What follows belongs to an exercise in optimizing a design on an open flow for small area; a production flow would make more cautious choices. Function was checked by simulation only, so behaviour that the tests miss may differ from the original. No activity file was given, so power comes from the tool's default toggle rates.

===== flow/design.v =====
module data_ingress (
    input  logic        clk,
    input  logic        rst,
    input  logic [15:0] adc_ch0,
    input  logic [15:0] adc_ch1,
    input  logic        adc_valid,
    output logic [31:0] m_tdata,
    output logic        m_tvalid,
    input  logic        m_tready
);
    always_ff @(posedge clk) begin
        if (!m_tvalid) m_tdata <= {adc_ch1, adc_ch0};
        if (rst)
            m_tvalid <= 1'b0;
        else if (!m_tvalid)
            m_tvalid <= adc_valid;
        else if (m_tready)
            m_tvalid <= 1'b0;
    end
endmodule
module axi_capture_controller (
    input  logic        clk,
    input  logic        rst,
    input  logic        s_tvalid,
    output logic        s_tready,
    input  logic        m_tready,
    output logic        m_tvalid,
    input  logic        trigger_in,
    input  logic [7:0]  capture_len_cfg,
    input  logic [31:0] timestamp_counter,
    output logic [31:0] latched_timestamp,
    output logic        capture_active
);
    logic trigger_sync, trigger_prev;
    logic rise_d1, trigger_valid;
    logic trigger_latched;
    logic [15:0] sample_count;
    logic [16:0] sample_count_inc;
    logic sample_fire, last_sample;
    always_ff @(posedge clk) begin
        if (rst) begin
            trigger_sync  <= 1'b0;
            trigger_prev  <= 1'b0;
            rise_d1       <= 1'b0;
            trigger_valid <= 1'b0;
        end else begin
            trigger_sync  <= trigger_in;
            trigger_prev  <= trigger_sync;
            rise_d1       <= trigger_sync & ~trigger_prev;
            trigger_valid <= rise_d1;
        end
    end
    assign s_tready    = capture_active & m_tready;
    assign m_tvalid    = capture_active & s_tvalid;
    assign sample_fire = s_tvalid & s_tready;
    assign sample_count_inc = {1'b0, sample_count} + 17'd1;
    assign last_sample = sample_fire && (sample_count_inc == {9'd0, capture_len_cfg});
    always_ff @(posedge clk) begin
        if (rst)
            capture_active <= 1'b0;
        else if (capture_active)
            capture_active <= !last_sample;
        else
            capture_active <= trigger_valid && !trigger_latched;
        if (rst || !capture_active)
            sample_count <= '0;
        else if (sample_fire)
            sample_count <= sample_count_inc[15:0];
        if (!capture_active && trigger_valid)
            latched_timestamp <= timestamp_counter;
        if (rst)
            trigger_latched <= 1'b0;
        else if (capture_active)
            trigger_latched <= 1'b1;
        else if (!trigger_sync)
            trigger_latched <= 1'b0;
    end
endmodule
module axi_fifo (
    input  logic        clk,
    input  logic        rst,
    input  logic [31:0] s_tdata,
    input  logic        s_tvalid,
    output logic        s_tready,
    output logic [31:0] m_tdata,
    output logic        m_tvalid,
    input  logic        m_tready
);
    logic [31:0] mem [0:15];
    logic [16:1] fill;
    wire empty = ~|fill;
    logic was_nonempty;
    assign m_tvalid = was_nonempty & ~empty;
    wire full = fill[16];
    wire push = s_tvalid & ~full;
    wire pop  = m_tvalid & m_tready;
    assign s_tready = ~full;
    always_ff @(posedge clk) begin
        if (push) begin
            mem[0] <= s_tdata;
            for (int i = 1; i < 16; i++) mem[i] <= mem[i-1];
        end
    end
    always_comb begin
        m_tdata = '0;
        for (int i = 0; i < 16; i++)
            m_tdata = m_tdata | ({32{fill[i+1]}} & mem[i]);
    end
    always_ff @(posedge clk) was_nonempty <= ~empty;
    always_ff @(posedge clk) begin
        if (rst) begin
            fill     <= '0;
        end else begin
            if (push && !pop) fill <= {fill[15:1], empty};
            else if (pop && !push) fill <= {1'b0, fill[16:2]};
        end
    end
endmodule
module axi_packetizer (
    input  logic        clk,
    input  logic        rst,
    input  logic [31:0] s_tdata,
    input  logic        s_tvalid,
    output logic        s_tready,
    output logic [31:0] m_tdata,
    output logic        m_tvalid,
    input  logic        m_tready,
    output logic        m_tlast,
    input  logic [31:0] timestamp_latched,
    input  logic [7:0]  capture_len_cfg,
    input  logic [15:0] error_flags
);
    localparam logic [2:0] ST_IDLE        = 3'd0,
                           ST_HEADER      = 3'd1,
                           ST_TIMESTAMP   = 3'd2,
                           ST_CHNID       = 3'd3,
                           ST_SAMPLECOUNT = 3'd4,
                           ST_PAYLOAD     = 3'd5,
                           ST_INFO        = 3'd6,
                           ST_DONE        = 3'd7;
    localparam logic [31:0] HEADER = 32'h30415144;
    logic [2:0]  state;
    logic [1:0]  byte_idx;
    logic [1:0]  out_idx;
    logic        word_active, word_active_d;
    logic [7:0]  remaining;
    logic [15:0] error_flags_reg;
    logic [31:0] payload_reg;
    wire st_idle    = (state == ST_IDLE);
    wire st_header  = (state == ST_HEADER);
    wire st_ts      = (state == ST_TIMESTAMP);
    wire st_count   = (state == ST_SAMPLECOUNT);
    wire st_payload = (state == ST_PAYLOAD);
    wire st_info    = (state == ST_INFO);
    assign s_tready = st_idle | (st_payload & ~word_active);
    assign m_tvalid = ~st_idle & (~st_payload | word_active_d);
    assign m_tlast  = (state == ST_DONE);
    wire notify_out = m_tvalid & m_tready;
    wire load_word  = st_payload & ~word_active & s_tvalid;
    logic advance;
    always_comb begin
        case (state)
            ST_IDLE:      advance = s_tvalid;
            ST_HEADER,
            ST_TIMESTAMP: advance = notify_out & (byte_idx == 2'd3);
            ST_PAYLOAD:   advance = notify_out & (byte_idx == 2'd3) & (remaining == 8'd0);
            ST_INFO:      advance = notify_out & byte_idx[0];
            default:      advance = notify_out;
        endcase
    end
    wire idx_inc = notify_out & (st_header | st_ts | st_info | (st_payload & word_active));
    always_ff @(posedge clk) begin
        if (rst) state <= ST_IDLE;
        else if (advance) state <= state + 3'd1;
        if (st_idle) byte_idx <= 2'd0;
        else if (idx_inc) byte_idx <= byte_idx + 2'd1;
        word_active   <= st_payload & (word_active ? ~(notify_out & byte_idx == 2'd3) : s_tvalid);
        word_active_d <= word_active;
        out_idx       <= byte_idx;
        if (st_idle) begin
            remaining       <= capture_len_cfg;
            error_flags_reg <= error_flags;
        end else if (load_word) begin
            remaining <= remaining - 8'd1;
        end
        if (st_idle) payload_reg <= timestamp_latched;
        else if (st_payload && !word_active) payload_reg <= s_tdata;
    end
    logic [1:0] shift;
    logic [3:0] sel_hdr, sel_pl;
    logic [1:0] sel_ef;
    always_comb begin
        shift = st_payload ? out_idx : byte_idx;
        for (int d = 0; d < 4; d++) begin
            sel_hdr[d] = st_header & (shift == d[1:0]);
            sel_pl[d]  = (st_ts | st_payload) & (shift == d[1:0]);
        end
        for (int d = 0; d < 2; d++)
            sel_ef[d] = st_info & (shift == d[1:0]);
        m_tdata = '0;
        for (int lane = 0; lane < 4; lane++)
            for (int d = 0; d < 4 - lane; d++) begin
                m_tdata[8*lane +: 8] = m_tdata[8*lane +: 8]
                    | ({8{sel_hdr[d]}} & HEADER[8*(lane+d) +: 8])
                    | ({8{sel_pl[d]}}  & payload_reg[8*(lane+d) +: 8]);
                if (lane + d < 2 && d < 2)
                    m_tdata[8*lane +: 8] = m_tdata[8*lane +: 8]
                        | ({8{sel_ef[d]}} & error_flags_reg[8*(lane+d) +: 8]);
            end
        m_tdata[7:0] = m_tdata[7:0] | ({8{st_count}} & remaining);
    end
endmodule
module usb_tx_if (
    input  logic        clk,
    input  logic        rst,
    input  logic [31:0] s_tdata,
    input  logic        s_tvalid,
    output logic        s_tready,
    output logic [31:0] usb_data,
    output logic        usb_wr_en,
    input  logic        usb_full
);
    assign s_tready = ~usb_full;
    always_ff @(posedge clk) begin
        usb_data <= s_tdata;
        if (rst) usb_wr_en <= 1'b0;
        else     usb_wr_en <= s_tvalid & ~usb_full;
    end
endmodule
module daq_top (
    input logic clk,
    input logic rst,
    input logic [15:0] adc_ch0,
    input logic [15:0] adc_ch1,
    input logic adc_valid,
    input logic trigger_in,
    input logic [31:0] timestamp_counter,
    input logic [7:0] capture_len_cfg,
    input logic [15:0] error_flags,
    input logic usb_full,
    output logic [7:0] tx_data,
    output logic tx_valid,
    input  logic tx_ready,
    output logic tx_last,
    output logic capture_active,
    output logic [31:0]usb_data,
    output logic usb_wr_en
);
    logic [31:0] ingress_tdata;
    logic ingress_tvalid, ingress_tready;
    logic capture_tvalid, capture_tready;
    logic [31:0] fifo_tdata;
    logic fifo_tvalid, fifo_tready;
    logic [31:0] packet_tdata;
    logic packet_tvalid, packet_tready, packet_tlast;
    logic [31:0] latched_timestamp;
    logic usb_ready;
    data_ingress u_ingress (
        .clk(clk),
        .rst(rst),
        .adc_ch0(adc_ch0),
        .adc_ch1(adc_ch1),
        .adc_valid(adc_valid),
        .m_tdata(ingress_tdata),
        .m_tvalid(ingress_tvalid),
        .m_tready(ingress_tready)
    );
    axi_capture_controller u_capture (
        .clk(clk),
        .rst(rst),
        .s_tvalid(ingress_tvalid),
        .s_tready(ingress_tready),
        .m_tready(capture_tready),
        .m_tvalid(capture_tvalid),
        .trigger_in(trigger_in),
        .capture_len_cfg(capture_len_cfg),
        .timestamp_counter(timestamp_counter),
        .latched_timestamp(latched_timestamp),
        .capture_active(capture_active)
    );
    axi_fifo u_fifo (
        .clk(clk),
        .rst(rst),
        .s_tdata(ingress_tdata),
        .s_tvalid(capture_tvalid),
        .s_tready(capture_tready),
        .m_tdata(fifo_tdata),
        .m_tvalid(fifo_tvalid),
        .m_tready(fifo_tready)
    );
    axi_packetizer u_packetizer (
        .clk(clk),
        .rst(rst),
        .s_tdata(fifo_tdata),
        .s_tvalid(fifo_tvalid),
        .s_tready(fifo_tready),
        .m_tdata(packet_tdata),
        .m_tvalid(packet_tvalid),
        .m_tready(packet_tready),
        .m_tlast(packet_tlast),
        .timestamp_latched(latched_timestamp),
        .capture_len_cfg(capture_len_cfg),
        .error_flags(error_flags)
    );
    usb_tx_if usb_tx_inst (
        .clk(clk),
        .rst(rst),
        .s_tdata(packet_tdata),
        .s_tvalid(packet_tvalid),
        .s_tready(usb_ready),
        .usb_data(usb_data),
        .usb_wr_en(usb_wr_en),
        .usb_full(usb_full)
    );
    assign tx_data  = packet_tdata[7:0];
    assign tx_valid = packet_tvalid;
    assign packet_tready = usb_ready & tx_ready;
    assign tx_last  = packet_tlast;
endmodule

===== flow/flow/run.sh =====
#!/bin/bash
# Own layout flow:
#  1. the standard synthesis (standard.sh synth), unchanged.
#  2. The combinational logic of that netlist is mapped again by Yosys/ABC for
#     area (flow/remap.tcl); every flip-flop instance of the standard synthesis
#     is kept as it is (same instance, name and cell type).
#  3. The rest of the standard ORFS flow (standard.sh finish) on that netlist,
#     with two make variables:
#     - port buffers are sky130_fd_sc_hd__buf_1;
#     - CTS without dummy loads, clkbuf_8, at most 16 sinks per cluster.
# Each tool's full output is in a log file here (flow_*.log) or, for the ORFS
# steps, under orfs/logs.
set -euo pipefail
R=orfs/results/${FLOW_PLATFORM}/daq_top/base
YOSYS=${YOSYS_EXE:-$(command -v yosys || echo $FLOW_HOME/../tools/install/yosys/bin/yosys)}
export REMAP_LIB=$FLOW_HOME/platforms/${FLOW_PLATFORM}/lib/sky130_fd_sc_hd__tt_025C_1v80.lib
export REMAP_DONT_USE="-dont_use sky130_fd_sc_hd__probe_p_8 -dont_use sky130_fd_sc_hd__probec_p_8 -dont_use sky130_fd_sc_hd__lpflow_bleeder_1 -dont_use sky130_fd_sc_hd__lpflow_clkbufkapwr_1 -dont_use sky130_fd_sc_hd__lpflow_clkbufkapwr_16 -dont_use sky130_fd_sc_hd__lpflow_clkbufkapwr_2 -dont_use sky130_fd_sc_hd__lpflow_clkbufkapwr_4 -dont_use sky130_fd_sc_hd__lpflow_clkbufkapwr_8 -dont_use sky130_fd_sc_hd__lpflow_clkinvkapwr_1 -dont_use sky130_fd_sc_hd__lpflow_clkinvkapwr_16 -dont_use sky130_fd_sc_hd__lpflow_clkinvkapwr_2 -dont_use sky130_fd_sc_hd__lpflow_clkinvkapwr_4 -dont_use sky130_fd_sc_hd__lpflow_clkinvkapwr_8 -dont_use sky130_fd_sc_hd__lpflow_decapkapwr_12 -dont_use sky130_fd_sc_hd__lpflow_decapkapwr_3 -dont_use sky130_fd_sc_hd__lpflow_decapkapwr_4 -dont_use sky130_fd_sc_hd__lpflow_decapkapwr_6 -dont_use sky130_fd_sc_hd__lpflow_decapkapwr_8 -dont_use sky130_fd_sc_hd__lpflow_inputiso0n_1 -dont_use sky130_fd_sc_hd__lpflow_inputiso0p_1 -dont_use sky130_fd_sc_hd__lpflow_inputiso1n_1 -dont_use sky130_fd_sc_hd__lpflow_inputiso1p_1 -dont_use sky130_fd_sc_hd__lpflow_inputisolatch_1 -dont_use sky130_fd_sc_hd__lpflow_isobufsrc_1 -dont_use sky130_fd_sc_hd__lpflow_isobufsrc_16 -dont_use sky130_fd_sc_hd__lpflow_isobufsrc_2 -dont_use sky130_fd_sc_hd__lpflow_isobufsrc_4 -dont_use sky130_fd_sc_hd__lpflow_isobufsrc_8 -dont_use sky130_fd_sc_hd__lpflow_isobufsrckapwr_16 -dont_use sky130_fd_sc_hd__lpflow_lsbuf_lh_hl_isowell_tap_1 -dont_use sky130_fd_sc_hd__lpflow_lsbuf_lh_hl_isowell_tap_2 -dont_use sky130_fd_sc_hd__lpflow_lsbuf_lh_hl_isowell_tap_4 -dont_use sky130_fd_sc_hd__lpflow_lsbuf_lh_isowell_4 -dont_use sky130_fd_sc_hd__lpflow_lsbuf_lh_isowell_tap_1 -dont_use sky130_fd_sc_hd__lpflow_lsbuf_lh_isowell_tap_2 -dont_use sky130_fd_sc_hd__lpflow_lsbuf_lh_isowell_tap_4"

bash standard.sh synth > flow_synth.log 2>&1
cp $R/1_2_yosys.v flow_standard_synth.v
REMAP_IN=flow_standard_synth.v REMAP_OUT=$R/1_2_yosys.v $YOSYS -c flow/remap.tcl > flow_remap.log 2>&1
rm -f $R/1_synth.odb $R/1_synth.sdc
bash standard.sh \
  "BUFFER_PORTS_ARGS=-buffer_cell sky130_fd_sc_hd__buf_1" \
  "CTS_ARGS=-sink_clustering_enable -repair_clock_nets -dont_use_dummy_load -buf_list sky130_fd_sc_hd__clkbuf_8 -sink_clustering_size 16 -sink_clustering_max_diameter 60" \
  finish > flow_make.log 2>&1

===== flow/flow/remap.tcl =====
# Map the combinational logic of the standard synthesis netlist again, for area.
# Flip-flops and tie cells are black boxes here, so they stay as they are.
yosys -import
set lib $::env(REMAP_LIB)
read_liberty -ignore_miss_func -ignore_miss_dir $lib
blackbox sky130_fd_sc_hd__dfxtp_1 sky130_fd_sc_hd__dfxtp_2 sky130_fd_sc_hd__dfxtp_4 sky130_fd_sc_hd__edfxtp_1 sky130_fd_sc_hd__conb_1
read_verilog $::env(REMAP_IN)
hierarchy -top $::env(FLOW_TOP)
flatten
opt_clean -purge
read_liberty -lib -overwrite $lib
# four rounds of choice computation (with extra choices) and area-oriented mapping
abc -liberty $lib {*}$::env(REMAP_DONT_USE) -script "+strash;&get,-n;&st;&dch,-x;&nf,-R,1000;&put;&get,-n;&st;&dch,-x;&nf,-R,1000;&put;&get,-n;&st;&dch,-x;&nf,-R,1000;&put;&get,-n;&st;&dch,-x;&nf,-R,1000;&put;"
opt_clean -purge
hilomap -singleton -hicell sky130_fd_sc_hd__conb_1 HI -locell sky130_fd_sc_hd__conb_1 LO
splitnets
opt_clean -purge
insbuf -buf sky130_fd_sc_hd__buf_4 A X
check -assert -mapped
stat -liberty $lib
write_verilog -noattr -nohex -nodec $::env(REMAP_OUT)

===== flow/standard.sh =====
#!/bin/bash
# synth_recipe.tcl (not shown) runs the flow's synth.tcl, then flattens the netlist and writes it again
# the make line also repeats each setting of config.mk as NAME=value (left out here)
make -C /OpenROAD-flow-scripts/flow DESIGN_CONFIG=/design/flow/config.mk WORK_HOME=/design/flow/orfs CLKGATE_MAP_FILE= SYNTH_SCRIPT=/design/flow/synth_recipe.tcl "${@:-finish}"

===== flow/config.mk =====
export PLATFORM = sky130hd
export DESIGN_NAME = daq_top
export DESIGN_NICKNAME = daq_top
export VERILOG_FILES = /design/flow/design.v
export SDC_FILE = /design/flow/constraint.sdc
export NUM_CORES = 4
export LEC_CHECK = 0
export CAP_MARGIN = 0
export CORE_MARGIN = 2
export CORE_UTILIZATION = 40
export PLACE_DENSITY = 0.75
export SLEW_MARGIN = 0

===== flow/constraint.sdc =====
create_clock -name core_clock -period 5.0 [get_ports {clk}]
set_input_delay 1.0000 -clock core_clock [delete_from_list [all_inputs] [get_ports {clk}]]
set_output_delay 1.0000 -clock core_clock [all_outputs]
set_load 0.01 [all_outputs]

==> results.yml, run 1 <==
layout:
  fin_nets: 1694
  top_register: "u_fifo.mem"
  regArea_sq_um: 20600
  largest_reg_flops: 512
  multi_input_area_sq_um: 4310
  final_util_pct: 44.6
  layout-drive-gt1-share_pct: 5.76
  n_fill_cell: 5383
  syn_to_final_growth_pct: 10.2
drt:
  drtPass1Iterations: 8
  vias: 14800
  drt_iter0_markers: 2591
  ant_nets: 0
  wl_per_cell_microns: 26.0
  drc_errors: 0
  vias_per_cell: 6.08
  wirelength_microns: 63400
pwr:
  p_switching_mw: 1.87
  p_int_mw: 7.51
  p_seq_share_pct: 69.8
  powerDensity_nw_per_um2: 341
  swShare_pct: 20.0
  clkPwrFrac_pct: 28.8
  comb_power_share_pct: 1.4
  max-vdd-ir-drop_v: 0.000168
  power_mw: 9.39
  power_leakage_nw: 8.49
timing:
  finalCritPeriodShare_pct: 90.8
  hold_violations: 0
  max_slew_margin_pct: 13.5
  rsz0062_at_grt: "no"
  max_freq_mhz: 220
  drv_slew: 0
  finalCriticalPeriod_ps: 4540
  tightest_slew_ps: 1300
  tns_ps: 0
  finalSetupViolCount: 0
  skew_ps: 69.6
clock_network:
  clockRootBuffer: "clkbuf_8"
  cts_setup_buffers: 0
  cts_resized: 0
  postCtsHoldBufs: 0
  clock_latency_ps: 700
  clock-sinks: 714
  clk_pin_slew_ps: 90
  cts_made_buffers: 54
  clock_path_buffers: 3
  h-tree-depth: 2
  cts_tree: "yes"
placement:
  place_congestion: 0.895
  io_buffers: 137
  dpl.hpwl_microns: 36500
grt:
  grt_pass1_vias: 14580
  antenna_found_initial: 0
  grt_use_total_pct: 19.3
  grt_max_degree: 211
  grt_overflow: 0
  grt_first_pass_wirelength_microns: 91900
yosys:
  syn_area_sq_um: 25000
  syn_inst: 1385
  syn_area_per_cell_sq_um: 18.0
  synth_warnings: 6
  syn_nets: 1479
worst_hold_path:
  hold_depth: 0
  hold_class: "flop to flop"
setup_path:
  worstRegToRegCells: 9
  critPathKind: "flop to primary output"
  cp_data_arrival_time_ps: 3540
  cp_max_fo: 27
  end_kind: "primary output"
  required_ps: 4000
  cp-start-kind: "flop"
flow_run:
  cap_violations: 0
floorplan:
  pin_count: 138
  die_w_microns: 254
  core_area_sq_um: 61700
  num_rows: 91
  die_area_sq_um: 64500
  die_h_microns: 254
  initial_core_util_pct: 40.5
status:
  status: "complete, no violations"
## critical path, stage by stage, from the launching register on
cell and delay (ps):
dfxtp_1 460, nand2b_1 260, nor2_1 140, nor2_1 330, nor2_1 170, nor2_2 810
a222oi_1 270, nand2_1 280, buf_1 180
## cell usage in the layout, fill, tap and decap left out, types with 6 or more instances in the layout
cell      instances
o21ai_0          20
a22o_1            6
nand2b_1          6
nor2_1           77
xnor2_1           7
nand2_1          90
a22oi_1          20
nand3_1          28
nor3_1           19
xor2_1            8
nand4_1          23
a222oi_1        153
dfxtp_1          82
and3_1            8
clkinv_1          6
a221oi_1         26
buf_4            28
buf_1           137
nor2b_1           7
a21oi_1          81
a31oi_1          19
edfxtp_1        632
clkbuf_8         54
and2_0            8
## layer usage
metal  global-route usage (%)  part of all wire [%]  vias to the layer above  routed length, microns
li1                         -                     -                     6304                       -
met1                     27.3                    38                     7204                   24300
met2                     29.1                    45                     1152                   28400
met3                     4.06                    13                      140                    8530
met4                     7.71                   3.4                        0                    2130
met5                        0                     0                        -                       0
## per-stage QoR
stage / cell area, sq um / hold slack, ps / worst slack, ps / cells
after floorplan: 25000 / 356 / 183 / 1385
after global placement: 26800 / 377 / 1270 / 2381
after detailed placement: 26800 / 376 / 1190 / 2381
after CTS: 27500 / 387 / 474 / 2435
after global routing: 27500 / 392 / 175 / 2435
final: 27500 / 386 / 458 / 2436
## layout make-up
class                      count  area share, %
antenna                        1        0.00909
clock buffer                  54           2.70
inverter                       8          0.204
multi-input combinational    655           15.6
sequential                   714           74.9
tap                          837           3.80
timing repair buffer         167           2.78
## power groups by stage
stage	logic (mW)	clock network, mW	registers (mW)
2_1_floorplan	0.0520	0	6.67
3_3_place_gp	0.127	0	6.69
3_5_place_dp	0.129	0	6.69
4_1_cts	0.129	2.78	6.55
5_1_grt	0.139	2.96	6.56
6_report	0.128	2.70	6.56
## path summary, 6_finish.rpt
check | start | endpoint | slack [ps]
max | u_packetizer.state[1] | tx_data[4] | 460
min | u_ingress.m_tdata[29] | u_fifo.mem[0][29] | 390
max reg2reg | u_fifo.fill[1] | u_fifo.fill[15] | 1660
min reg2reg | u_ingress.m_tdata[29] | u_fifo.mem[0][29] | 390
==> run 2: changes to the inputs <==
--- a/flow/flow/run.sh
+++ b/flow/flow/run.sh
@@ -7,7 +7,7 @@
 #  3. The rest of the standard ORFS flow (standard.sh finish) on that netlist,
 #     with two make variables:
 #     - port buffers are sky130_fd_sc_hd__buf_1;
-#     - CTS without dummy loads, clkbuf_8, at most 16 sinks per cluster.
+#     - CTS without dummy loads, clkbuf_8, at most 18 sinks per cluster.
 # Each tool's full output is in a log file here (flow_*.log) or, for the ORFS
 # steps, under orfs/logs.
 set -euo pipefail
@@ -22,5 +22,5 @@
 rm -f $R/1_synth.odb $R/1_synth.sdc
 bash standard.sh \
   "BUFFER_PORTS_ARGS=-buffer_cell sky130_fd_sc_hd__buf_1" \
-  "CTS_ARGS=-sink_clustering_enable -repair_clock_nets -dont_use_dummy_load -buf_list sky130_fd_sc_hd__clkbuf_8 -sink_clustering_size 16 -sink_clustering_max_diameter 60" \
+  "CTS_ARGS=-sink_clustering_enable -repair_clock_nets -dont_use_dummy_load -buf_list sky130_fd_sc_hd__clkbuf_8 -sink_clustering_size 18 -sink_clustering_max_diameter 60" \
   finish > flow_make.log 2>&1
==> results.yml, run 2 <==
setup_path:
  critPathKind: "flop to primary output"
  cp_data_arrival_time_ps: 3580
  end_kind: "primary output"
  cpMaxStageDelayCell: "nor2_2"
  critical-path-max-stage-delay_ps: 820
  cp-start-kind: "flop"
  crit_family: "simple AND/OR/NAND/NOR gates"
  cp_cell_sequence: "nand2b_1, nor2_1, nor2_1, nor2_1, nor2_2, a222oi_1, nand2_1, buf_1"
  required_ps: 4000
  path_common_cell: "nor2_1"
  r2r_slack_ps: 1610
  crit_buf_inv: 1
  cp_max_fo: 27
pwr:
  power_leakage_nw: 8.46
  powerDensity_nw_per_um2: 339
  power_mw: 9.32
  max-vdd-ir-drop_v: 0.000182
drt:
  vias_per_cell: 6.10
  drt_iter0_markers: 2687
  drtPass1Iterations: 10
  wirelength_microns: 63100
  drc_errors: 0
  vias: 14827
  ant_nets: 0
  wl_per_cell_microns: 26.0
floorplan:
  die_w_microns: 254
  initial_core_util_pct: 40.5
  pin_count: 138
  core_area_sq_um: 61700
  die_h_microns: 254
  die_area_sq_um: 64500
  num_rows: 91
clock_network:
  cts_tree: "yes"
  postCtsHoldBufs: 0
  cts_resized: 0
  clockRootBuffer: "clkbuf_8"
  cts_setup_buffers: 0
  clock_path_buffers: 3
  h-tree-depth: 2
  clock-sinks: 714
  cts_made_buffers: 50
  clk_pin_slew_ps: 110
  clock_latency_ps: 690
layout:
  fin_nets: 1690
  top_register: "u_fifo.mem"
  layout-drive-gt1-share_pct: 5.52
  syn_to_final_growth_pct: 10.0
  regArea_sq_um: 20600
  n_fill_cell: 5374
  final_util_pct: 44.5
  multi_input_area_sq_um: 4310
  final_common_cell: "edfxtp_1"
  largest_reg_flops: 512
  antenna_cells: 0
  most-common-layout-cells: "632 x edfxtp_1, 153 x a222oi_1, 137 x buf_1"
  fin_cells: 2431
timing:
  finalCriticalPeriod_ps: 4580
  hold_violations: 0
  fin_hold_ws_ps: 384
  max_freq_mhz: 219
  finalCritPeriodShare_pct: 91.5
  finalSetupViolCount: 0
  tightest_slew_ps: 1260
  drv_slew: 0
  rsz0062_at_grt: "no"
  max_slew_margin_pct: 15.8
  skew_ps: 70.8
  tns_ps: 0
grt:
  grt_use_met1_pct: 27.3
  grt_use_total_pct: 19.3
  grt_use_met3_pct: 4.19
  grt_pass1_vias: 14489
  grt_overflow: 0
  grt_max_degree: 211
  use_met2_pct: 29.3
  grt_busiest_layer: "met2"
  grt_first_pass_wirelength_microns: 91700
  antenna_found_initial: 0
yosys:
  syn_nets: 1479
  synth_warnings: 6
  syn_inst: 1385
  syn_area_per_cell_sq_um: 18.0
  syn_area_sq_um: 25000
placement:
  place_congestion: 0.895
  dpl.hpwl_microns: 36500
  io_buffers: 137
  placed_cells: 2381
flow_run:
  cap_violations: 0
worst_hold_path:
  hold_class: "flop to flop"
status:
  status: "complete, no violations"
## run 2: per-layer routing
layer	part of all wire, %	routed length [microns]
met1	38	24200
met2	45	28300
met3	13	8490
met4	3.3	2060
met5	0	0
## run 2: path summary, 6_finish.rpt
path	start	endpoint	depth (start not counted)
worst max-delay path	u_packetizer.state[1]	tx_data[4]	8
worst min register to register	u_ingress.m_tdata[7]	u_fifo.mem[0][7]	0
worst min-delay path	u_ingress.m_tdata[7]	u_fifo.mem[0][7]	0
worst max register to register	u_fifo.fill[1]	u_fifo.fill[15]	9
## run 2: stage by stage
step / worst slack (ps) / instance area, sq um
6_report: 424 / 27500
3_5_place_dp: 1190 / 26800
3_3_place_gp: 1270 / 26800
5_1_grt: 129 / 27500
4_1_cts: 463 / 27500
2_1_floorplan: 183 / 25000
## run 2: layout make-up
cell class | instances | area share, %
tap | 837 | 3.81
multi-input combinational | 655 | 15.7
inverter | 8 | 0.205
timing repair buffer | 167 | 2.78
clock buffer | 50 | 2.50
sequential | 714 | 75.0
## run 2: where the power goes
| group | switching (mW) | internal (mW) | total (mW) |
|---|---|---|---|
| combinational | 0.0903 | 0.0372 | 0.128 |
| sequential | 0.0440 | 6.51 | 6.56 |
| clock | 1.74 | 0.897 | 2.64 |
| total | 1.87 | 7.45 | 9.32 |

separate check: timing with driven ports:
The flow's constraints put no driver on any port. The routed layouts listed below were extracted and timed again, unchanged, in two steps. Step 1 assumes that a clkbuf_16 drives the clock port and a buf_2 every other input. Step 2 times the ports against the registers' clock, not the clock port: input delays grow and output delays shrink by t, the midpoint of the rising clock arrivals with the driver on. a / b / c = ideal / step 1 / step 2; a / b = the first two.
| run | t (ns) | setup slack, ns | latest minus earliest clock arrival (ns) |
|---|---|---|---|
| run 1 | 0.719 | 0.458 / 0.403 / 1.122 | 0.073 / 0.074 |
| run 2 | 0.709 | 0.424 / 0.368 / 1.076 | 0.075 / 0.075 |
After both steps every run listed still meets setup and hold.
